Background: an optimization exercise with open tools, aiming at small area, a short achievable clock period and few clock cycles. Do not read the settings as production practice.
Where RTL was checked, it was by simulation tests only, not by an equivalence proof against the original.
Function not checked in run 4: the RTL went through the layout flow alone.
Power is estimated from default activity; no workload was simulated.

$ cat flow/design.v
module ks_level #(parameter D = 1) (g, p, go, po);
input  [31:0] g, p;
output [31:0] go, po;
assign go = g | (p & {g[31-D:0], {D{1'b0}}});
assign po = p & {p[31-D:0], {D{1'b0}}};
endmodule
module cpu (clk, reset, imem_addr, imem_data, dmem_addr, dmem_wdata, dmem_we, dmem_re, dmem_rdata, wb_en, wb_reg, wb_data);
input clk, reset;
output [31:0] imem_addr;
input  [31:0] imem_data;
output [31:0] dmem_addr, dmem_wdata;
output dmem_we, dmem_re;
input  [31:0] dmem_rdata;
output wb_en;
output [4:0] wb_reg;
output [31:0] wb_data;
reg  [31:2] pc;
wire [31:2] pc_inc = pc + 30'd1;
reg         taken_m;
reg  [31:0] r_m, o_m;
reg  [31:0] ir;        
reg  [31:1] rs_oh, rt_oh;    
function [31:1] onehot(input [4:0] a);
  integer k;
  begin
    for (k = 1; k < 32; k = k + 1) onehot[k] = (a == k);
  end
endfunction
reg  [31:2] btgt;      
assign imem_addr = {pc, 2'b00};
function [16:0] add16c1(input [15:0] a, input [15:0] b);    
  integer l, k;
  reg [16:0] g, p, g2, p2;
  begin
    g = {a & b, 1'b1};
    p = {a ^ b, 1'b0};
    for (l = 1; l < 32; l = l * 2) begin
      g2 = g; p2 = p;
      for (k = l; k < 17; k = k + 1) begin
        g2[k] = g[k] | (p[k] & g[k-l]);
        p2[k] = p[k] & p[k-l];
      end
      g = g2; p = p2;
    end
    add16c1 = {g[16], (a ^ b) ^ g[15:0]};
  end
endfunction
function [13:0] inc14(input [13:0] a);
  integer k;
  begin
    for (k = 0; k < 14; k = k + 1) inc14[k] = a[k] ^ ((a & ((14'd1 << k) - 14'd1)) == ((14'd1 << k) - 14'd1));
  end
endfunction
function [13:0] dec14(input [13:0] a);
  integer k;
  begin
    for (k = 0; k < 14; k = k + 1) dec14[k] = a[k] ^ ((a & ((14'd1 << k) - 14'd1)) == 14'd0);
  end
endfunction
wire [16:0] tlo = add16c1(pc[17:2], imem_data[15:0]);
wire [31:18] thi_inc = inc14(pc[31:18]);
wire [31:18] thi_dec = dec14(pc[31:18]);
wire [31:18] thi = (tlo[16] == imem_data[15]) ? pc[31:18] : tlo[16] ? thi_inc : thi_dec;
always @(posedge clk) begin
  if (reset) pc <= 30'd0;
  else if (taken_m) pc <= o_m[31:2];    
  else pc <= pc_inc;
  ir   <= imem_data;
  rs_oh <= onehot(imem_data[25:21]);
  rt_oh <= onehot(imem_data[20:16]);
  btgt <= {thi, tlo[15:0]};
end
wire [5:0] op = imem_data[31:26];
wire [5:0] fn = imem_data[5:0];
wire [4:0] rt = imem_data[20:16];
wire [4:0] rd = imem_data[15:11];
wire is_r    = op == 6'd0;
wire is_addi = op == 6'd8;
wire is_andi = op == 6'd12;
wire is_ori  = op == 6'd13;
wire is_lw   = op == 6'd35;
wire is_sw   = op == 6'd43;
wire is_beq  = op == 6'd4;
wire is_bne  = op == 6'd5;
wire f_add = is_r & (fn == 6'd32);
wire f_sub = is_r & (fn == 6'd34);
wire f_and = is_r & (fn == 6'd36);
wire f_or  = is_r & (fn == 6'd37);
wire f_slt = is_r & (fn == 6'd42);
wire f_sll = is_r & (fn == 6'd0);
wire f_srl = is_r & (fn == 6'd2);
reg  [31:0] rf [1:31];
wire [31:0] rfw [0:31];
assign rfw[0] = 32'd0;
genvar g;
generate for (g = 1; g < 32; g = g + 1) begin : rfr
  assign rfw[g] = rf[g];
end endgenerate
function [31:0] rdport(input [31:1] sel, input [1023:0] r);
  integer k;
  begin
    rdport = 32'd0;
    for (k = 1; k < 32; k = k + 1)
      rdport = rdport | (r[k*32 +: 32] & {32{sel[k]}});
  end
endfunction
wire [1023:0] rfall;
generate for (g = 0; g < 32; g = g + 1) begin : rfa
  assign rfall[g*32 +: 32] = rfw[g];
end endgenerate
wire [31:0] rs_val = rdport(rs_oh, rfall);
wire [31:0] rt_val = rdport(rt_oh, rfall);
function [31:0] rev(input [31:0] x);
  integer i;
  begin for (i = 0; i < 32; i = i + 1) rev[i] = x[31-i]; end
endfunction
reg  [31:0] a_x, b_x, sd_x;
reg  [4:0]  sh_x;
reg  [4:0]  dst_x;
reg         we_x, re_x, st_x, br_x, bne_x;
reg         sub_x, s_arith_x, s_and_x, s_or_x, s_slt_x, s_sll_x, s_srl_x;
wire imm_sel = is_addi | is_andi | is_ori | is_lw | is_sw;
wire sub     = f_sub | f_slt | is_beq | is_bne;
reg  [4:0]  dst_d;
reg         imm_sel_d, sub_d, br_d, bne_d, we_d, re_d, st_d;
reg         s_arith_d, s_and_d, s_or_d, s_slt_d, s_sll_d, s_srl_d;
always @(posedge clk) begin
  dst_d     <= is_r ? rd : rt;
  imm_sel_d <= imm_sel;
  sub_d     <= sub;
  br_d      <= ~reset & (is_beq | is_bne);
  bne_d     <= is_bne;
  we_d      <= ~reset & (is_r | is_addi | is_andi | is_ori | is_lw);
  re_d      <= ~reset & is_lw;
  st_d      <= ~reset & is_sw;
  s_arith_d <= f_add | f_sub | is_addi | is_lw | is_sw;
  s_and_d   <= f_and | is_andi;
  s_or_d    <= f_or | is_ori;
  s_slt_d   <= f_slt;
  s_sll_d   <= f_sll;
  s_srl_d   <= f_srl;
end
always @(posedge clk) begin
  a_x   <= rs_val;
  b_x   <= imm_sel_d ? {{16{ir[15]}}, ir[15:0]} : rt_val ^ {32{sub_d}};
  sd_x  <= br_d ? {btgt, 2'b00} : s_sll_d ? rev(rt_val) : rt_val;
  sh_x  <= ir[10:6];
  dst_x <= dst_d;
  we_x  <= ~reset & we_d;
  re_x  <= ~reset & re_d;
  st_x  <= ~reset & st_d;
  br_x  <= ~reset & br_d;
  bne_x <= bne_d;
  sub_x     <= sub_d;
  s_arith_x <= s_arith_d;
  s_and_x   <= s_and_d;
  s_or_x    <= s_or_d;
  s_slt_x   <= s_slt_d;
  s_sll_x   <= s_sll_d;
  s_srl_x   <= s_srl_d;
end
wire [31:0] bx  = b_x;
wire [31:0] g0 = a_x & bx;
wire [31:0] p0 = a_x ^ bx;
wire [31:0] kg [0:5];
wire [31:0] kp [0:5];
assign kg[0] = {g0[30:0], sub_x};
assign kp[0] = {p0[30:0], 1'b0};
ks_level #(.D(1))  ks0 (kg[0], kp[0], kg[1], kp[1]);
ks_level #(.D(2))  ks1 (kg[1], kp[1], kg[2], kp[2]);
ks_level #(.D(4))  ks2 (kg[2], kp[2], kg[3], kp[3]);
ks_level #(.D(8))  ks3 (kg[3], kp[3], kg[4], kp[4]);
ks_level #(.D(16)) ks4 (kg[4], kp[4], kg[5], kp[5]);
wire [31:0] sum = p0 ^ kg[5];
wire [4:0]  sh  = sh_x;
wire [31:0] shr  = sd_x >> sh;
wire [31:0] oth = ({32{s_and_x}} & (a_x & b_x))
                | ({32{s_or_x}}  & (a_x | b_x))
                | ({32{s_sll_x}} & rev(shr))
                | ({32{s_srl_x}} & shr);
wire        br_eq = &(a_x ^ b_x);
reg  [4:0]  dst_m;
reg         we_m, re_m, st_m, ar_m, lt_m, eq_m, ld_m;
always @(posedge clk) begin
  r_m   <= sum[31:0];
  o_m   <= (st_x | br_x) ? sd_x : oth;
  taken_m <= ~reset & br_x & (br_eq ^ bne_x);
  lt_m  <= s_slt_x & ~a_x[31] & ~b_x[31];
  eq_m  <= s_slt_x & (a_x[31] ^ b_x[31]);
  ar_m  <= s_arith_x;
  dst_m <= dst_x;
  we_m  <= ~reset & we_x;
  re_m  <= ~reset & re_x;
  ld_m  <= re_x & (dst_x != 5'd0);
  st_m  <= ~reset & st_x;
end
assign dmem_addr  = r_m;
assign dmem_wdata = o_m;
assign dmem_we    = st_m;
assign dmem_re    = re_m;
wire [31:0] d_m = ld_m ? dmem_rdata : ar_m ? r_m : {o_m[31:1], o_m[0] | lt_m | (eq_m & r_m[31])};
reg  [31:0] d_w, wbd_w;
reg  [4:0]  dst_w;
reg         we_w;
always @(posedge clk) begin
  wbd_w <= d_m;
  d_w   <= d_m & {32{we_m}};
  dst_w <= dst_m;
  we_w  <= ~reset & we_m;
end
always @(posedge clk)
  if (we_w && dst_w != 5'd0) rf[dst_w] <= d_w;
assign wb_en   = we_w;
assign wb_reg  = dst_w;
assign wb_data = wbd_w;
endmodule
$ cat flow/flow/run.sh
#!/bin/bash
# The standard flow with two changes, passed to its make as variables:
# - the port buffers are plain buffers (buf_4) instead of the delay cell the
#   standard flow picks, so that sizing can treat them like other buffers;
# - clock tree synthesis runs without dummy loads.
# The make output goes to a log of its own in this folder.
set -euo pipefail
bash standard.sh \
  "BUFFER_PORTS_ARGS=-buffer_cell sky130_fd_sc_hd__buf_4" \
  "CTS_ARGS=-sink_clustering_enable -repair_clock_nets -sink_clustering_size 25 -sink_clustering_max_diameter 60 -dont_use_dummy_load" \
  finish > std_finish.log 2>&1
test -f out/final.def
$ cat flow/standard.sh
#!/bin/bash
# synth_recipe.tcl (not shown) runs the flow's synth.tcl, then flattens the netlist and writes it again
# the make line also repeats each setting of config.mk as NAME=value (left out here)
make -C /OpenROAD-flow-scripts/flow DESIGN_CONFIG=/design/flow/config.mk WORK_HOME=/design/flow/orfs CLKGATE_MAP_FILE= SYNTH_SCRIPT=/design/flow/synth_recipe.tcl "${@:-finish}"
$ cat flow/config.mk
export PLATFORM = sky130hd
export DESIGN_NAME = cpu
export DESIGN_NICKNAME = cpu
export VERILOG_FILES = /design/flow/design.v
export SDC_FILE = /design/flow/constraint.sdc
export NUM_CORES = 4
export LEC_CHECK = 0
export CAP_MARGIN = 20
export CORE_MARGIN = 2
export CORE_UTILIZATION = 40
export CTS_CLUSTER_DIAMETER = 60
export CTS_CLUSTER_SIZE = 25
export SETUP_SLACK_MARGIN = 3.6
export SLEW_MARGIN = 20
export SYNTH_HIERARCHICAL = 1
$ cat flow/constraint.sdc
create_clock -name core_clock -period 6.0 [get_ports {clk}]
set_input_delay 1.2000 -clock core_clock [delete_from_list [all_inputs] [get_ports {clk}]]
set_output_delay 1.2000 -clock core_clock [all_outputs]
set_load 0.01 [all_outputs]
==> run_results.csv, run 1 <==
group,metric,value,unit
detailed_routing,wl,290200,µm
power,peakVddDrop,241.8,µV
critical_path,cp.arrival,3130,ps
run,cap_violations,0,
clocking,cts_tree,"built",
critical_path,startpoint_type,"input pin",
floorplan,die_h,389.5,µm
cells_and_area,nFillCells,12853,
power,p_leak,22.73,nW
sta,period_share,42.08,%
floorplan,rows,141,
floorplan,ios,202,
clocking,clk_latency,790,ps
sta,hold_violations,0,
detailed_routing,drtIter0Drc,10194,
detailed_routing,drt_pass1_iterations,13,
power,power_density,270.1,mW/mm²
synth,synthCells,4538,
cells_and_area,fin_cells,6773,
global_routing,track_usage,36.66,%
floorplan,floorplan.initialDensity,40.26,%
clocking,clock-sinks,1413,
sta,fin_tns_setup,0,ps
cells_and_area,nets,4980,
critical_path,path_cells,"buf_8 > ha_4 > nand4_1 > or3_4 > o22ai_4 > o31ai_4 > buf_6 > buf_12 > mux2i_4 > xor2_1",
global_routing,grt_util_met2,53.64,%
synth,netlist_area,0.05945,mm²
clocking,cts-root-buf,"clkbuf_16",
place,place.port_buffers,199,
synth,synth_warnings,7,
detailed_routing,ant_nets,0,
global_routing,grt_max_degree,64,
detailed_routing,vias,49476,
place,place_inst,6451,
critical_path,crit_type,"in -> reg",
clocking,cts_max_path_buffers,3,
cells_and_area,area_growth,17.22,%
sta,max_freq,0.3961,GHz
sta,setup_violations,0,
critical_path,crit_family,"simple AND/OR/NAND/NOR gates",
clocking,htreeDepth,3,
floorplan,chipWidth,389.5,µm
critical_path,max_stage_delay,410,ps
place,routabilityCongestion,1.004,
synth,syn_area_per_cell,13.10,µm²
critical_path,worstPathRequired,6600,ps
sta,period_needed,2525,ps
critical_path,worst_setup_path_end_kind,"register",
sta,skew,121.3,ps
hold_path,hold_class,"reg -> reg",
global_routing,grt_pass1_wl,383400,µm
clocking,numCtsBuffers,105,
detailed_routing,viasPerCell,7.305,
run_status,status,"finished clean",
global_routing,met3_usage,15.54,%
sta,rsz0062_at_grt,"true",
cells_and_area,drive_gt1_share,21.04,%
global_routing,grt_pass1_vias,45976,
place,dp_hpwl,162000,µm
sta,maxSlewViolCount,0,
detailed_routing,wl_per_cell,42.85,µm
global_routing,grt_overflow,0,
floorplan,core_area,0.1477,mm²
cells_and_area,seqCellArea,0.03869,mm²
detailed_routing,drcViolationCount,0,
sta,tightest_slew,1150,ps
global_routing,antenna_found_initial,18,
sta,maxSlewHeadroom,23.36,%
floorplan,dieArea,0.1517,mm²
critical_path,cpMaxStageDelayCell,"or3_4",
critical_path,worstPathMaxFanout,5,
cells_and_area,multi_input_area,0.02064,mm²
global_routing,grt.busiest_layer,"met2",
critical_path,crit_buf_inv,3,
clocking,clkSlewWorstSetupHoldPaths,80,ps
global_routing,use_met1,42.20,%
metal layers:
layer  up-vias  wire length (µm)
met4        18             30830
met2      5374            119900
met1     23762             91720
li1      18599                 -
met5         -               346
met3      1723             47410
registers in the layout (all words and copies together), names as in the netlist, 16 cells and up:
register and flops:
btgt 30, a_x 32, rt_oh 31, wbd_w 32, r_m 32, ir 16, b_x 32, rf 992
rs_oh 31, d_w 32, sd_x 32, pc 30, o_m 32
where the power goes:
part | switching [mW] | internal, mW | total (mW)
Combinational | 1.02 | 0.733 | 1.76
Clock | 3.30 | 3.06 | 6.36
Sequential | 0.220 | 10.5 | 10.7
worst paths after layout:
check / slack, ps / from / depth (start not counted) / to
hold / removal: 300 / dst_m[4] / 0 / dst_w[4]
hold reg to reg: 300 / dst_m[4] / 0 / dst_w[4]
setup / recovery: 3480 / imem_data[12] / 10 / btgt[26]
setup reg to reg: 3500 / rt_oh[31] / 6 / b_x[1]
per-stage QoR:
stage                     power [mW]  cell area (µm²)  utilization [%]  hold slack (ps)  setup WS, ps
after floorplan                11.50            59860                -            309.6          2822
after global placement         12.34            63390            42.93            311.9          2253
after detailed placement       12.35            63440            42.96            313.1          2262
after CTS                      18.65            68700            46.52            300.8          3483
after global routing           19.19            69660            47.17            309.9          3412
final                          18.82            69690            47.19            301.1          3475
area by class of cell:
| cell class | instances | area share, % |
|---|---|---|
| flip-flops and latches | 1413 | 55.52 |
| multi-input cells | 2721 | 29.62 |
| repair buffers | 509 | 7.119 |
| clock buffers | 105 | 3.770 |
| well taps | 1930 | 3.465 |
| inverters | 81 | 0.4489 |
| diodes | 13 | 0.04668 |
| repair inverters | 1 | 0.01077 |
cell usage in the layout (no fill, tap or decap), types with 14 or more instances in the layout:
| cell | n |
|---|---|
| edfxtp_1 | 992 |
| a22oi_1 | 698 |
| buf_4 | 339 |
| dfxtp_1 | 248 |
| nand3_1 | 186 |
| nand2_1 | 163 |
| nor2_1 | 143 |
| and2_1 | 134 |
| a21o_1 | 132 |
| o21ai_0 | 118 |
| buf_6 | 118 |
| a221oi_1 | 112 |
| nand4_1 | 111 |
| clkbuf_16 | 109 |
| dfxtp_4 | 103 |
| a22o_1 | 100 |
| mux2i_1 | 81 |
| inv_1 | 77 |
| dfxtp_2 | 70 |
| a222oi_1 | 64 |
| ha_1 | 63 |
| a21oi_1 | 62 |
| xnor2_1 | 55 |
| xor2_1 | 54 |
| or4_4 | 39 |
| mux4_2 | 32 |
| or4_1 | 29 |
| o21ai_1 | 26 |
| nor2_4 | 26 |
| nor3_1 | 26 |
| buf_12 | 25 |
| nand2b_1 | 17 |
| mux2i_2 | 16 |
| a211oi_1 | 14 |
what timing repair did:
| action | CTS | global route |
|---|---|---|
| setup buffers | 154 | 38 |
| cloned | 6 | 6 |
| pin swaps | 36 | 48 |
| setup endpoints to repair | 1167 | 251 |
| hold endpoints to repair | 0 | 0 |
| resized for setup | 411 | 141 |
| hold buffers | 0 | 0 |
Testbench counts, summed over its fixed seeds: cycles 12,905.
==> inputs of run 2 (changes only) <==
--- a/flow/config.mk
+++ b/flow/config.mk
@@ -7,7 +7,7 @@
 export LEC_CHECK = 0
 export CAP_MARGIN = 20
 export CORE_MARGIN = 2
-export CORE_UTILIZATION = 40
+export CORE_UTILIZATION = 47
 export CTS_CLUSTER_DIAMETER = 60
 export CTS_CLUSTER_SIZE = 25
 export SETUP_SLACK_MARGIN = 3.6
==> run 2 against run 1 <==
  * Synthesized area unchanged
  * Still clean
  * Critical path depth unchanged
  * Routed wire length down 1.4%
  * Synthesized cell count unchanged
  * Non-clock buffer count down 44
  * First-iteration DRC count up 0.32%
  * Sequential share of layout area up 0.94 points
==> run_results.csv, run 2 <==
group,metric,value,unit
sta,fin_tns_setup,0,ps
synth,netlist_area,0.05945,mm²
clocking,cts_hold_buf,0,
floorplan,die_h,359.7,µm
synth,synth_warnings,7,
floorplan,dieArea,0.1294,mm²
detailed_routing,viasPerCell,7.585,
sta,hold_violations,0,
clocking,cts-root-buf,"clkbuf_16",
clocking,cts_tree,"built",
cells_and_area,largest_register_ff_count,992,
global_routing,antenna_found_initial,12,
critical_path,timing.rr.start,"rs_oh[9]",
detailed_routing,vias,48864,
clocking,cts_max_path_buffers,3,
place,dp_hpwl,158100,µm
floorplan,chipWidth,359.7,µm
synth,synthCells,4538,
global_routing,track_usage,42.65,%
critical_path,worstPathMaxFanout,5,
clocking,clk_latency,770,ps
clocking,numCtsBuffers,107,
sta,rsz0062_at_grt,"true",
cells_and_area,drive_gt1_share,19.51,%
global_routing,grt_max_degree,65,
floorplan,rows,130,
sta,maxSlewHeadroom,19.01,%
detailed_routing,wl_per_cell,44.40,µm
clocking,clock-sinks,1413,
critical_path,cp.arrival,3150,ps
power,power_density,274.6,mW/mm²
place,routabilityCongestion,1.059,
detailed_routing,wl,286000,µm
detailed_routing,ant_nets,0,
critical_path,crit_type,"in -> reg",
floorplan,ios,202,
hold_path,hold_path_end,"s_arith_x",
place,placed_cell_area,0.06300,mm²
run_status,status,"finished clean",
detailed_routing,drt_pass1_iterations,13,
sta,setup_violations,0,
cells_and_area,top_register,"rf",
cells_and_area,final_util,54.57,%
sta,hold_ws,316.0,ps
sta,period_share,41.93,%
detailed_routing,drcViolationCount,0,
cells_and_area,layout_commonest_cell,"edfxtp_1",
sta,tightest_slew,1215,ps
global_routing,grt_pass1_wl,379700,µm
global_routing,grt_overflow,0,
power,p_leak,22.40,nW
floorplan,core_area,0.1256,mm²
critical_path,r2r_end,"a_x[6]",
hold_path,hp-start,"s_arith_d",
sta,period_needed,2516,ps
sta,max_freq,0.3975,GHz
synth,syn_area_per_cell,13.10,µm²
global_routing,grt_pass1_vias,45576,
clocking,htreeDepth,3,
sta,maxSlewViolCount,0,
critical_path,reg2reg_depth,5,
clocking,clkSlewWorstSetupHoldPaths,80,ps
hold_path,hold_depth,0,
cells_and_area,nFillCells,10376,
cells_and_area,area_growth,15.26,%
critical_path,regToRegSetupSlack,3520,ps
detailed_routing,drtIter0Drc,10227,
power,peakVddDrop,242.9,µV
place,place.port_buffers,199,
critical_path,startpoint_type,"input pin",
floorplan,floorplan.initialDensity,47.35,%
run,cap_violations,0,
cells_and_area,nets,4933,
critical_path,worst_setup_path_end_kind,"register",
cells_and_area,final_cell_mix,"edfxtp_1, a22oi_1, buf_4",
hold_path,hold_class,"reg -> reg",
critical_path,worstPathRequired,6640,ps
cells_and_area,final_cell_area,0.06853,mm²
sta,skew,77.82,ps
run 2: through the flow:
stage | power, mW | setup WS (ps) | cells
4_1_cts | 18.68 | 3522 | 6410
3_3_place_gp | 12.32 | 2299 | 6165
5_1_grt | 19.22 | 3435 | 6433
2_1_floorplan | 11.50 | 2822 | 4539
6_report | 18.82 | 3484 | 6442
3_5_place_dp | 12.32 | 2311 | 6165
run 2: worst max-delay path: stages:
cell	delay (ps)
buf_6	100
ha_4	230
buf_4	130
nand3_1	110
nand2_2	90
a211o_4	360
o31ai_4	330
buf_6	190
mux2i_1	230
xor2_1	170
run 2: worst max-delay path by stage:
stage	from	endpoint	slack, ps	cells after the start
after floorplan	dst_w[2]	rf[5][0]	2820	3
after global placement	imem_data[1]	btgt[21]	2300	8
after detailed placement	imem_data[1]	btgt[22]	2310	8
after CTS	o_m[27]	dmem_wdata[27]	3520	1
after global routing	imem_data[11]	btgt[21]	3430	10
final	imem_data[11]	btgt[21]	3480	10
run 2: power breakdown:
part	switching (mW)	total (mW)	internal (mW)
logic	0.995	1.74	0.740
registers	0.207	10.7	10.5
clock network	3.26	6.38	3.12
total	4.47	18.8	14.4
run 2: cell type report:
cell class	instances	area [µm²]	area share, %
well taps	1650	2064	3.013
multi-input cells	2717	20340	29.68
diodes	9	22.52	0.03287
flip-flops and latches	1413	38690	56.46
inverters	81	307.8	0.4492
clock buffers	107	2678	3.907
repair buffers	465	4425	6.458
run 2: timing repair:
action / CTS / global route
pin swaps: 33 / 38
resized for setup: 359 / 116
setup endpoints to repair: 1132 / 241
cloned: 1 / 4
setup buffers: 137 / 18
run 2: layer usage:
layer / up-vias / track usage (%) / share of wire [%]
met5: - / 0 / 0.045
met4: 18 / 31.99 / 10
met3: 1524 / 17.60 / 16
met2: 5254 / 62.19 / 41
met1: 23594 / 50.36 / 32
li1: 18474 / - / -
==> inputs of run 3 (changes only) <==
--- a/flow/design.v
+++ b/flow/design.v
@@ -1,8 +1,16 @@
-module ks_level #(parameter D = 1) (g, p, go, po);
+module sk_level #(parameter L = 0) (g, p, go, po);
 input  [31:0] g, p;
 output [31:0] go, po;
-assign go = g | (p & {g[31-D:0], {D{1'b0}}});
-assign po = p & {p[31-D:0], {D{1'b0}}};
+genvar i;
+generate for (i = 0; i < 32; i = i + 1) begin : b
+  if ((i >> L) & 1) begin : c
+    assign go[i] = g[i] | (p[i] & g[((i >> L) << L) - 1]);
+    assign po[i] = p[i] & p[((i >> L) << L) - 1];
+  end else begin : n
+    assign go[i] = g[i];
+    assign po[i] = p[i];
+  end
+end endgenerate
 endmodule
 module cpu (clk, reset, imem_addr, imem_data, dmem_addr, dmem_wdata, dmem_we, dmem_re, dmem_rdata, wb_en, wb_reg, wb_data);
 input clk, reset;
@@ -166,11 +174,11 @@
 wire [31:0] kp [0:5];
 assign kg[0] = {g0[30:0], sub_x};
 assign kp[0] = {p0[30:0], 1'b0};
-ks_level #(.D(1))  ks0 (kg[0], kp[0], kg[1], kp[1]);
-ks_level #(.D(2))  ks1 (kg[1], kp[1], kg[2], kp[2]);
-ks_level #(.D(4))  ks2 (kg[2], kp[2], kg[3], kp[3]);
-ks_level #(.D(8))  ks3 (kg[3], kp[3], kg[4], kp[4]);
-ks_level #(.D(16)) ks4 (kg[4], kp[4], kg[5], kp[5]);
+sk_level #(.L(0)) sk0 (kg[0], kp[0], kg[1], kp[1]);
+sk_level #(.L(1)) sk1 (kg[1], kp[1], kg[2], kp[2]);
+sk_level #(.L(2)) sk2 (kg[2], kp[2], kg[3], kp[3]);
+sk_level #(.L(3)) sk3 (kg[3], kp[3], kg[4], kp[4]);
+sk_level #(.L(4)) sk4 (kg[4], kp[4], kg[5], kp[5]);
 wire [31:0] sum = p0 ^ kg[5];
 wire [4:0]  sh  = sh_x;
 wire [31:0] shr  = sd_x >> sh;
@@ -180,7 +188,7 @@
                 | ({32{s_srl_x}} & shr);
 wire        br_eq = &(a_x ^ b_x);
 reg  [4:0]  dst_m;
-reg         we_m, re_m, st_m, ar_m, lt_m, eq_m, ld_m;
+reg         we_m, re_m, st_m, ar_m, lt_m, eq_m;
 always @(posedge clk) begin
   r_m   <= sum[31:0];
   o_m   <= (st_x | br_x) ? sd_x : oth;
@@ -191,14 +199,13 @@
   dst_m <= dst_x;
   we_m  <= ~reset & we_x;
   re_m  <= ~reset & re_x;
-  ld_m  <= re_x & (dst_x != 5'd0);
   st_m  <= ~reset & st_x;
 end
 assign dmem_addr  = r_m;
 assign dmem_wdata = o_m;
 assign dmem_we    = st_m;
 assign dmem_re    = re_m;
-wire [31:0] d_m = ld_m ? dmem_rdata : ar_m ? r_m : {o_m[31:1], o_m[0] | lt_m | (eq_m & r_m[31])};
+wire [31:0] d_m = re_m ? dmem_rdata : ar_m ? r_m : {o_m[31:1], o_m[0] | lt_m | (eq_m & r_m[31])};
 reg  [31:0] d_w, wbd_w;
 reg  [4:0]  dst_w;
 reg         we_w;
--- a/flow/config.mk
+++ b/flow/config.mk
@@ -7,7 +7,7 @@
 export LEC_CHECK = 0
 export CAP_MARGIN = 20
 export CORE_MARGIN = 2
-export CORE_UTILIZATION = 47
+export CORE_UTILIZATION = 40
 export CTS_CLUSTER_DIAMETER = 60
 export CTS_CLUSTER_SIZE = 25
 export SETUP_SLACK_MARGIN = 3.6
==> run 3 against run 2 <==
  * Final cell count rose by 3.4%
  * Non-clock buffer count increased by 31
  * Sequential share of layout area fell by 0.37 points
  * Count of clock-buffer cells in the layout decreased by 1
  * Critical endpoint is now rf[16][24]
==> run_results.csv, run 3 <==
group,metric,value,unit
run_status,status,"finished clean",
clocking,cts_max_path_buffers,3,
sta,period_share,41.33,%
cells_and_area,layout_commonest_cell,"edfxtp_1",
power,p_leak,22.06,nW
critical_path,worstPathRequired,6320,ps
clocking,numCtsBuffers,106,
floorplan,die_h,390,µm
place,placed_cell_area,0.06275,mm²
cells_and_area,final_util,46.66,%
place,place.port_buffers,199,
clocking,cts_tree,"built",
global_routing,grt_util_met2,50.47,%
detailed_routing,drtIter0Drc,10468,
cells_and_area,area_growth,15.73,%
critical_path,crit_type,"reg -> reg",
floorplan,core_area,0.1478,mm²
global_routing,grt_pass1_vias,44640,
critical_path,reg2reg_depth,5,
sta,maxSlewViolCount,0,
cells_and_area,top_register,"rf",
critical_path,timing.rr.start,"dst_w[2]",
critical_path,startpoint_type,"register",
sta,rsz0062_at_grt,"true",
clocking,htreeDepth,3,
floorplan,ios,202,
floorplan,chipWidth,390,µm
sta,period_needed,2480,ps
sta,hold_ws,317.5,ps
detailed_routing,drcViolationCount,0,
cells_and_area,final_cell_area,0.06897,mm²
synth,syn_area_per_cell,13.17,µm²
synth,synth_warnings,7,
place,routabilityCongestion,0.9734,
critical_path,cp.arrival,2800,ps
floorplan,rows,141,
detailed_routing,wl,280000,µm
global_routing,met3_usage,15.14,%
cells_and_area,largest_register_ff_count,992,
detailed_routing,wl_per_cell,42.04,µm
sta,setup_violations,0,
cells_and_area,final_cell_mix,"edfxtp_1, a22oi_1, buf_4",
power,peakVddDrop,236.4,µV
clocking,clk_latency,770,ps
run,cap_violations,0,
global_routing,track_usage,35.30,%
critical_path,r2r_end,"rf[16][24]",
synth,synthCells,4527,
clocking,clkSlewWorstSetupHoldPaths,80,ps
cells_and_area,nets,4859,
detailed_routing,vias,48374,
cells_and_area,drive_gt1_share,22.13,%
sta,fin_tns_setup,0,ps
global_routing,grt_overflow,0,
detailed_routing,viasPerCell,7.261,
detailed_routing,drt_pass1_iterations,17,
sta,maxSlewHeadroom,23.47,%
clocking,clock-sinks,1412,
global_routing,antenna_found_initial,20,
power,power,18.82,mW
sta,max_freq,0.4032,GHz
sta,tightest_slew,1146,ps
global_routing,grt_max_degree,65,
clocking,cts-root-buf,"clkbuf_16",
critical_path,worstPathMaxFanout,25,
global_routing,use_met1,43.12,%
hold_path,hold_depth,0,
sta,hold_violations,0,
place,dp_hpwl,153700,µm
synth,netlist_area,0.05960,mm²
global_routing,grt.busiest_layer,"met2",
floorplan,dieArea,0.1521,mm²
global_routing,grt_pass1_wl,371000,µm
sta,skew,110.6,ps
critical_path,worst_setup_path_end_kind,"register",
critical_path,regToRegSetupSlack,3520,ps
power,power_density,272.8,mW/mm²
hold_path,hold_class,"reg -> reg",
hold_path,hp-start,"dst_x[4]",
detailed_routing,ant_nets,0,
hold_path,hold_path_end,"dst_m[4]",
clocking,cts_hold_buf,0,
floorplan,floorplan.initialDensity,40.31,%
-- run 3: cell type report --
cell class,instances,area (µm²)
antenna,23,57.56
clock buffer,106,2653
fill,12937,78860
inverter,83,314.1
multi-input combinational,2612,19990
sequential,1412,38690
tap,1930,2415
timing repair buffer,496,4860
-- run 3: repair_timing --
| action | in CTS | in global routing |
|---|---|---|
| endpoints found under the hold margin | 0 | 0 |
| setup endpoints to repair | 1130 | 301 |
| pin swaps | 30 | 51 |
| cloned | 3 | 4 |
| buffers inserted | 138 | 52 |
| gates resized for setup | 410 | 133 |
-- run 3: worst max-delay path, stage by stage, from the launching register on --
cell      delay, ps
dfxtp_4         350
buf_4           140
buf_12          120
nand3b_1        330
nor2_4          500
buf_6           560
-- run 3: report_power, final --
part	internal [mW]	switching (mW)	total (mW)
sequential	10.5	0.226	10.7
combinational	0.761	0.956	1.72
clock	3.09	3.30	6.39
total	14.3	4.48	18.8
-- run 3: worst max-delay path by stage --
stage / depth (start not counted) / from / to / slack (ps)
floorplan: 3 / dst_w[2] / rf[5][0] / 2820
global placement: 8 / imem_data[9] / btgt[21] / 2600
detailed placement: 3 / dst_w[2] / rf[4][5] / 2580
CTS: 1 / r_m[9] / dmem_addr[9] / 3510
global route: 7 / sh_x[0] / o_m[24] / 3520
finish: 5 / dst_w[2] / rf[16][24] / 3520
-- run 3: per-stage QoR --
step | cells | setup WS [ps]
after CTS | 6582 | 3511
after detailed placement | 6335 | 2584
after global routing | 6644 | 3520
after floorplan | 4528 | 2822
final | 6662 | 3520
after global placement | 6332 | 2602
-- run 3: metal layers --
metal / vias to the layer above / share of wire (%)
li1: 18135 / -
met1: 23473 / 33
met2: 5218 / 41
met3: 1538 / 16
met4: 10 / 9.2
met5: - / 0.027
Testbench counts of run 3, summed over its fixed seeds: cycles 12,905.
==> inputs of run 4 (changes only) <==
==> flow/design.v (replaced) <==
module cpu (clk, reset, imem_addr, imem_data, dmem_addr, dmem_wdata, dmem_we, dmem_re, dmem_rdata, wb_en, wb_reg, wb_data);
input clk, reset;
output [31:0] imem_addr;
input  [31:0] imem_data;
output [31:0] dmem_addr, dmem_wdata;
output dmem_we, dmem_re;
input  [31:0] dmem_rdata;
output wb_en;
output [4:0] wb_reg;
output [31:0] wb_data;
reg  [31:2] pc;
reg  [31:0] ir;          
reg  [31:2] pc4_d;       
wire [31:2] pc_inc = pc + 30'd1;
wire        taken_m;
reg  [31:2] tgt_m;
assign imem_addr = {pc, 2'b00};
always @(posedge clk) begin
  if (reset) pc <= 30'd0;
  else if (taken_m) pc <= tgt_m;
  else pc <= pc_inc;
  ir <= reset ? 32'd0 : imem_data;
  pc4_d <= pc_inc;
end
wire [5:0] op = ir[31:26];
wire [5:0] fn = ir[5:0];
wire [4:0] rs = ir[25:21];
wire [4:0] rt = ir[20:16];
wire [4:0] rd = ir[15:11];
wire is_r    = op == 6'd0;
wire is_addi = op == 6'd8;
wire is_andi = op == 6'd12;
wire is_ori  = op == 6'd13;
wire is_lw   = op == 6'd35;
wire is_sw   = op == 6'd43;
wire is_beq  = op == 6'd4;
wire is_bne  = op == 6'd5;
wire f_add = is_r & (fn == 6'd32);
wire f_sub = is_r & (fn == 6'd34);
wire f_and = is_r & (fn == 6'd36);
wire f_or  = is_r & (fn == 6'd37);
wire f_slt = is_r & (fn == 6'd42);
wire f_sll = is_r & (fn == 6'd0);
wire f_srl = is_r & (fn == 6'd2);
reg  [31:0] rf [1:31];
wire [31:0] rfw [0:31];
assign rfw[0] = 32'd0;
genvar g;
generate for (g = 1; g < 32; g = g + 1) begin : rfr
  assign rfw[g] = rf[g];
end endgenerate
wire [31:0] rs_val = rfw[rs];
wire [31:0] rt_val = rfw[rt];
reg  [31:0] a_x, b_x;
reg  [15:0] imm_x;
reg  [31:2] tgt_x;
reg  [4:0]  dst_x;
reg         we_x, re_x, st_x, br_x, bne_x;
reg         imm_sel_x, sub_x, s_arith_x, s_and_x, s_or_x, s_slt_x, s_sll_x, s_srl_x;
always @(posedge clk) begin
  a_x   <= rs_val;
  b_x   <= rt_val;
  imm_x <= ir[15:0];
  tgt_x <= pc4_d + {{14{ir[15]}}, ir[15:0]};
  dst_x <= is_r ? rd : rt;
  we_x  <= ~reset & (is_r | is_addi | is_andi | is_ori | is_lw);
  re_x  <= ~reset & is_lw;
  st_x  <= ~reset & is_sw;
  br_x  <= ~reset & (is_beq | is_bne);
  bne_x <= is_bne;
  imm_sel_x <= is_addi | is_andi | is_ori | is_lw | is_sw;
  sub_x     <= f_sub | f_slt | is_beq | is_bne;
  s_arith_x <= f_add | f_sub | is_addi | is_lw | is_sw | is_beq | is_bne;
  s_and_x   <= f_and | is_andi;
  s_or_x    <= f_or | is_ori;
  s_slt_x   <= f_slt;
  s_sll_x   <= f_sll;
  s_srl_x   <= f_srl;
end
wire [31:0] bop = imm_sel_x ? {{16{imm_x[15]}}, imm_x} : b_x;
wire [32:0] sum = {1'b0, a_x} + {1'b0, bop ^ {32{sub_x}}} + {32'd0, sub_x};
wire [4:0]  sh  = imm_x[10:6];
wire [31:0] shl = b_x << sh;
wire [31:0] shr = b_x >> sh;
wire [31:0] res = ({32{s_arith_x}} & sum[31:0])
                | ({32{s_and_x}} & (a_x & bop))
                | ({32{s_or_x}}  & (a_x | bop))
                | ({32{s_sll_x}} & shl)
                | ({32{s_srl_x}} & shr)
                | {31'd0, s_slt_x & ~sum[32]};
reg  [31:0] r_m, sd_m;
reg  [4:0]  dst_m;
reg         we_m, re_m, st_m, br_m, bne_m;
always @(posedge clk) begin
  r_m   <= res;
  sd_m  <= b_x;
  dst_m <= dst_x;
  tgt_m <= tgt_x;
  we_m  <= ~reset & we_x;
  re_m  <= ~reset & re_x;
  st_m  <= ~reset & st_x;
  br_m  <= ~reset & br_x;
  bne_m <= bne_x;
end
assign dmem_addr  = r_m;
assign dmem_wdata = sd_m;
assign dmem_we    = st_m;
assign dmem_re    = re_m;
assign taken_m = br_m & ((r_m == 32'd0) ^ bne_m);
reg  [31:0] d_w;
reg  [4:0]  dst_w;
reg         we_w;
always @(posedge clk) begin
  d_w   <= re_m ? dmem_rdata : r_m;
  dst_w <= dst_m;
  we_w  <= ~reset & we_m;
end
always @(posedge clk)
  if (we_w && dst_w != 5'd0) rf[dst_w] <= d_w;
assign wb_en   = we_w;
assign wb_reg  = dst_w;
assign wb_data = d_w;
endmodule
==> flow/run.sh (new file) <==
#!/bin/bash
# synth_recipe.tcl (not shown) runs the flow's synth.tcl, then flattens the netlist and writes it again
# the make line also repeats each setting of config.mk as NAME=value (left out here)
make -C /OpenROAD-flow-scripts/flow DESIGN_CONFIG=/design/flow/config.mk WORK_HOME=/design/flow/orfs CLKGATE_MAP_FILE= SYNTH_SCRIPT=/design/flow/synth_recipe.tcl finish
--- a/flow/config.mk
+++ b/flow/config.mk
@@ -8,8 +8,5 @@
 export CAP_MARGIN = 20
 export CORE_MARGIN = 2
 export CORE_UTILIZATION = 40
-export CTS_CLUSTER_DIAMETER = 60
-export CTS_CLUSTER_SIZE = 25
-export SETUP_SLACK_MARGIN = 3.6
+export SETUP_SLACK_MARGIN = 3.4
 export SLEW_MARGIN = 20
-export SYNTH_HIERARCHICAL = 1
removed: flow/flow/run.sh
removed: flow/standard.sh
==> run 4 against run 3 <==
  * Non-clock buffer count rose by 87
  * Global-route usage rose by 2.1 points
  * Still clean on timing, DRC and antenna
  * Core utilization rose by 3.4 points
  * Highest routed layer unchanged
==> run_results.csv, run 4 <==
group,metric,value,unit
cells_and_area,layout_commonest_cell,"edfxtp_1",
detailed_routing,wl,284200,µm
synth,synth-edff-count,992,
hold_path,hp-start,"tgt_x[9]",
floorplan,dieArea,0.1471,mm²
global_routing,grt.busiest_layer,"met2",
power,comb_power_share,14.5,%
sta,tightest_slew,1141,ps
place,dp_hpwl,149100,µm
global_routing,antenna_found_initial,23,
power,power_density,324.9,mW/mm²
global_routing,grt_max_degree,72,
clocking,cts_hold_buf,0,
synth,synth_warnings,1,
sta,hold_violations,0,
power,switching_share,26.91,%
critical_path,r2r_end,"r_m[26]",
detailed_routing,drtIter0Drc,11610,
place,post-place-ws,2222,ps
clocking,numCtsBuffers,143,
sta,setup_violations,0,
sta,hold_ws,323.3,ps
power,sequentialPowerShare,46.9,%
critical_path,worst_setup_path_end_kind,"register",
sta,fin_tns_setup,0,ps
synth,seq_area_frac_synth,64.26,%
cells_and_area,largest_register_ff_count,992,
critical_path,worstPathMaxFanout,7,
global_routing,use_met1,44.53,%
synth,synth_flop_cell,"edfxtp_1",
global_routing,met3_usage,18.31,%
hold_path,hold_depth,0,
cells_and_area,top_register,"rf",
detailed_routing,drcViolationCount,0,
place,place.port_buffers,199,
power,p_leak,25.13,nW
synth,synth_top_area_cell,"edfxtp_1",
critical_path,timing.rr.start,"imm_sel_x",
power,switchingPower,6.268,mW
floorplan,chipWidth,383.6,µm
detailed_routing,drt_pass1_iterations,17,
clocking,cts_max_path_buffers,3,
synth,synth_most_common_cell,"edfxtp_1",
sta,max_freq,0.3082,GHz
detailed_routing,viasPerCell,7.221,
cells_and_area,final_cell_mix,"edfxtp_1, a22oi_1, buf_4",
synth,syn_area_per_cell,13.30,µm²
detailed_routing,ant_nets,0,
power,clockPowerShare,38.6,%
floorplan,ios,202,
synth,yosysTopAreaCellShare,51.68,%
cells_and_area,final_cell_area,0.07168,mm²
critical_path,startpoint_type,"register",
hold_path,hold_path_end,"tgt_m[9]",
sta,period_share,54.07,%
cells_and_area,fin_cells,6802,
clocking,clk_latency,820,ps
critical_path,cp.arrival,3990,ps
sta,maxSlewViolCount,0,
synth,synth_area_leaders,"edfxtp_1, dfxtp_1, a22oi_1",
synth,synthCells,4333,
run_status,status,"finished clean",
cells_and_area,final_util,50.01,%
global_routing,track_usage,37.37,%
floorplan,core_area,0.1433,mm²
floorplan,floorplan.initialDensity,40.22,%
floorplan,rows,139,
critical_path,worstPathRequired,6740,ps
detailed_routing,wl_per_cell,41.78,µm
global_routing,grt_util_met2,53.46,%
synth,synthDistinctLibCells,77,
hold_path,hold_class,"reg -> reg",
synth,synthTopCellsByCount,"edfxtp_1, a22oi_1, dfxtp_1, nor2_1, clkbuf_1",
clocking,htreeDepth,4,
run,cap_violations,0,
power,intPower,17.02,mW
synth,async_flop_share,0,%
place,placed_cell_area,0.06267,mm²
cells_and_area,nets,4908,
cells_and_area,drive_gt1_share,25.01,%
global_routing,grt_overflow,0,
global_routing,grt_pass1_vias,46323,
sta,finalWorstSetupSlack,2756,ps
place,place_inst,6278,
sta,rsz0062_at_grt,"true",
synth,netlist_area,0.05764,mm²
floorplan,die_h,383.6,µm
clocking,cts-root-buf,"clkbuf_16",
cells_and_area,area_growth,24.36,%
critical_path,reg2reg_depth,12,
critical_path,crit_type,"reg -> reg",
critical_path,regToRegSetupSlack,2760,ps
detailed_routing,vias,49119,
sta,period_needed,3244,ps
power,peakVddDrop,316.1,µV
sta,skew,40.21,ps
global_routing,grt_pass1_wl,378900,µm
sta,maxSlewHeadroom,23.96,%
power,power,23.29,mW
clocking,clock-sinks,1354,
clocking,clkSlewWorstSetupHoldPaths,60,ps
clocking,cts_tree,"built",
synth,synth-seq-cells,1354,
place,routabilityCongestion,0.9897,
-- run 4: changes by cell type in the layout (fill, tap and decap cells not counted), moves of 33 or more --
cell,delta
nor2_4,+67
buf_6,-57
inv_1,-37
buf_4,-50
clkbuf_1,+33
clkbuf_16,+36
clkdlybuf4s50_1,+64
buf_2,+51
o21ai_0,-78
a21o_1,-50
a22oi_1,-61
clkdlybuf4s15_2,+36
and2_1,-75
-- run 4: what timing repair did --
action,CTS,global route
pin swaps,78,43
gates resized for setup,911,145
setup endpoints to repair,565,175
setup buffers,184,49
cloned,17,1
-- run 4: power groups by stage --
stage          registers [mW]  clock network [mW]  logic [mW]
2_1_floorplan            11.0                   0        1.22
3_3_place_gp             11.2                   0        2.39
3_5_place_dp             11.2                   0        2.37
4_1_cts                  10.9                9.00        3.09
5_1_grt                  10.9                9.38        3.49
6_report                 10.9                8.99        3.39
-- run 4: logic make-up after synthesis --
| family | Yosys count | synth area share (%) |
|---|---|---|
| compound gates | 1339 | 17.68 |
| xor+xnor | 101 | 1.535 |
| fa+ha+maj | 71 | 1.567 |
| buf+inv | 339 | 2.338 |
| flops | 1354 | 64.26 |
| mux | 195 | 4.446 |
| other cells | 1 | 0.006506 |
| simple gates | 933 | 8.167 |
-- run 4: how the worst max path moves through the flow --
stage | cells after the start | slack, ps | end | startpoint
floorplan | 15 | 2860 | r_m[30] | imm_sel_x
global placement | 11 | 2230 | r_m[30] | imm_sel_x
detailed placement | 11 | 2220 | r_m[30] | imm_sel_x
CTS | 12 | 2840 | r_m[31] | imm_sel_x
global route | 14 | 2630 | r_m[30] | imm_sel_x
finish | 12 | 2760 | r_m[26] | imm_sel_x
-- run 4: metal layers --
metal	share of wire, %	vias up
met2	41	5309
li1	-	18574
met5	0.096	-
met4	8.4	28
met3	17	1527
met1	33	23681
-- run 4: worst max-delay path, cell delays in order, from the launching register on --
cell and delay [ps]:
dfxtp_4 400, buf_12 170, mux2i_4 270, xnor2_2 150, ha_1 270, a21o_1 170
a21o_1 190, a21o_1 170, a311o_1 400, o211ai_1 330, a21oi_1 140, or4_1 410
nand3_1 100
-- run 4: area by class of cell --
class / count / area (µm²)
Antenna cell: 16 / 40.04
Clock buffer: 190 / 3918
Clock inverter: 67 / 755.7
Fill cell: 12189 / 71630
Inverter: 48 / 182.7
Multi-Input combinational cell: 2641 / 21110
Sequential cell: 1354 / 37410
Tap cell: 1903 / 2381
Timing Repair Buffer: 583 / 5879

==> what the ideal ports hide <==
No port has a modelled driver above. Below, the same layouts with a new extraction and two added sets of constraints. Step 1 (the two cells are an assumption about what drives the block):
set clk [get_ports {clk}]
set_driving_cell -lib_cell sky130_fd_sc_hd__clkbuf_16 $clk
set_driving_cell -lib_cell sky130_fd_sc_hd__buf_2 [delete_from_list [all_inputs] $clk]
Step 2 moves the port delays by t, midway between the first and last clock arrival at a register: inputs arrive t later, outputs are due t later. That takes back most of the time a late clock gives input paths. Slacks: ideal ports / drivers / drivers and shift; pairs: ideal ports / drivers.
run	t (ns)	slack for setup (ns)	worst setup path at the end	clock arrival spread, ns
run 1	0.809	3.475 / 3.433 / 2.700	input to register	0.121 / 0.121
run 2	0.800	3.484 / 3.433 / 2.725	input to register	0.086 / 0.085
run 3	0.804	3.520 / 3.459 / 2.860	input to register	0.120 / 0.119
run 4	0.878	2.756 / 2.756 / 2.756	register to register	0.044 / 0.044
After both steps setup and hold are still met in every run listed. For run 1, which loses most, drivers alone change the setup slack by -0.042 ns; drivers and shift together by -0.775 ns.
